Source: an optimization exercise on an open RTL-to-GDS flow (aim: small area, a short achievable clock period and few clock cycles per item). Production flows keep margins and buffers that such runs may drop. Function was checked by simulation only, so behaviour that the tests miss may differ from the original.

fjord:
// produto_escalar
module produto_escalar (
    input logic clk,
    input logic rst,
    input logic start,
    input logic signed [31:0] a0, a1, a2, a3, a4, a5, a6, a7,
    input logic signed [31:0] b0, b1, b2, b3, b4, b5, b6, b7,
    output logic done,
    output logic signed [63:0] result
);
export LEC_CHECK = 0
export ABC_AREA = 1
export CAP_MARGIN = 20
export CELL_PAD_IN_SITES_DETAIL_PLACEMENT = 1
export CELL_PAD_IN_SITES_GLOBAL_PLACEMENT = 1
export CORE_MARGIN = 2
export CORE_UTILIZATION = 38
export SETUP_SLACK_MARGIN = 3.0
export SLEW_MARGIN = 20
export SYNTH_HIERARCHICAL = 1
export SYNTH_MINIMUM_KEEP_SIZE = 0
create_clock -name core_clock -period 11.0 [get_ports {clk}]
standard.sh (not shown) runs the stock make flow with config.mk's settings and CLKGATE_MAP_FILE= SYNTH_SCRIPT=/design/flow/synth_recipe.tcl, a recipe that flattens the netlist after the stock synthesis.
==> flow/flow/run.sh <==
#!/bin/bash
# The standard layout (standard.sh), with one change: the buffer that
# buffer_ports puts on every input and output port is buf_4 instead of the
# delay buffer (clkdlybuf4s50_1) it picks by default.
set -euo pipefail
export BUFFER_PORTS_ARGS="-buffer_cell sky130_fd_sc_hd__buf_4"
bash standard.sh > standard_flow.log 2>&1
fjord has completed all stages; timing, DRC and antenna checks passed.
Testbench counts of fjord, summed over its fixed seeds: cycles 968, items 960.
For yarrow, these inputs were changed with respect to fjord:
- swapping 3.0 for 4.0 in SETUP_SLACK_MARGIN
- clearing CELL_PAD_IN_SITES_GLOBAL_PLACEMENT, which used to be 1
- swapping 38 for 45 in CORE_UTILIZATION
- clearing CELL_PAD_IN_SITES_DETAIL_PLACEMENT, which used to be 1
==> flow/run.sh (new file) <==
#!/bin/bash
# synth_recipe.tcl (not shown) runs the flow's synth.tcl, then flattens the netlist and writes it again
# the make line also repeats each setting of config.mk as NAME=value (left out here)
make -C /OpenROAD-flow-scripts/flow DESIGN_CONFIG=/design/flow/config.mk WORK_HOME=/design/flow/orfs CLKGATE_MAP_FILE= SYNTH_SCRIPT=/design/flow/synth_recipe.tcl finish
removed: flow/flow/run.sh
removed: flow/standard.sh
==> summary.txt <==
- In the summary table, yarrow is marked failed, with error GRT-0232 raised in global routing (5_1_grt).
- Going from fjord to yarrow, starting density of the core climbed 7.1 points, die boundary height shows a reduction of 56 microns, synthesized-area fraction occupied by adder cells held steady, synthesized cell count barely changed.
- Changes observed in yarrow relative to fjord: number of buffers added by the clock tree synthesis step has decreased, worst setup slack before clock tree synthesis has increased, die outline width has decreased, setup fix buffers added after clock tree synthesis has increased, number of placement rows has decreased.
- Comparing yarrow against fjord, there is no change at all in number of top-level pins.
- fjord has lower instance area at placement than yarrow.
[inputs] lagoon vs yarrow
- setting CELL_PAD_IN_SITES_DETAIL_PLACEMENT to 1 for the first time
- changing SETUP_SLACK_MARGIN from 4.0 to 3.5
- setting CELL_PAD_IN_SITES_GLOBAL_PLACEMENT to 1 for the first time
- changing CORE_UTILIZATION from 45 to 38
==> flow/flow/run.sh (new file) <==
#!/bin/bash
# The standard layout (standard.sh), with one change: the buffer that
# buffer_ports puts on every input and output port is buf_4 instead of the
# delay buffer (clkdlybuf4s50_1) it picks by default.
set -euo pipefail
export BUFFER_PORTS_ARGS="-buffer_cell sky130_fd_sc_hd__buf_4"
bash standard.sh > standard_flow.log 2>&1
==> flow/standard.sh (new file) <==
#!/bin/bash
# synth_recipe.tcl (not shown) runs the flow's synth.tcl, then flattens the netlist and writes it again
# the make line also repeats each setting of config.mk as NAME=value (left out here)
make -C /OpenROAD-flow-scripts/flow DESIGN_CONFIG=/design/flow/config.mk WORK_HOME=/design/flow/orfs CLKGATE_MAP_FILE= SYNTH_SCRIPT=/design/flow/synth_recipe.tcl "${@:-finish}"
removed: flow/run.sh
==> summary.txt <==
The flow did not stop early for lagoon: all stages ran, and the layout cleared the timing, DRC and antenna checks.
Total number of placement rows was higher in lagoon than in yarrow.
yarrow -> lagoon: post-cts sizing count decreased by more than half
lagoon gives less routability congestion estimate from global placement than yarrow did.
Relative to yarrow, instance area at placement decreased by 0.0010 sq mm in lagoon.
Taking yarrow as the reference point, the initial standard-cell utilization of the core of lagoon falls by 7.1 points.
As far as complex-gate fraction of the synthesized area goes, lagoon and yarrow are indistinguishable; the numbers are identical.
lagoon against yarrow: horizontal extent of the die climbed about 9%, setup fix buffers added after clock tree synthesis shows a reduction of 795.
Modified inputs, willow compared to lagoon
- CORE_UTILIZATION: 38 -> 45
- CELL_PAD_IN_SITES_DETAIL_PLACEMENT: 1 -> unset
- CELL_PAD_IN_SITES_GLOBAL_PLACEMENT: 1 -> unset
- SETUP_SLACK_MARGIN: 3.5 -> 4.0
Results
In summary, willow completed successfully, with a layout that passed the timing, DRC and antenna checks. The depth of the critical timing path with buffers and inverters included in willow sits 3 above the value recorded for lagoon. willow vs. lagoon: cell count moved down; number of endpoints failing setup at the final stage about even; layout clock buffer count lost about 13%.

-- afterwards: timing with drivers on the ports --
Ports are ideal in the flow. The routed layouts listed here were re-timed in OpenROAD.
Step 1 (the two cells are an assumption about what drives the block):
set clk [get_ports {clk}]
set_driving_cell -lib_cell sky130_fd_sc_hd__clkbuf_16 $clk
set_driving_cell -lib_cell sky130_fd_sc_hd__buf_2 [delete_from_list [all_inputs] $clk]
Step 2 adds t to the input delays and takes it off the output delays; t is the mean of the earliest and latest rising clock arrival at the registers after step 1. Input paths then give back, and output paths get back, about the clock's delay inside the block.
a / b / c = ideal / step 1 / step 2; a / b = the first two.
run	t (ns)	slack for setup (ns)	hold WS [ns]	worst register clock-pin slew, ns	worst slew at a driven data input, ns
fjord	0.733	2.927 / 2.930 / 2.197	1.336 / 1.256 / 1.989	0.11 / 0.11	0.20
lagoon	0.735	3.425 / 3.354 / 2.619	1.333 / 1.253 / 1.987	0.11 / 0.11	0.30
willow	0.708	3.628 / 3.457 / 2.749	1.382 / 1.318 / 2.026	0.10 / 0.10	0.55
After both steps every run listed still meets setup and hold. The setup slack of willow, which loses most, moves by -0.171 ns with the drivers and by -0.879 ns with both steps.
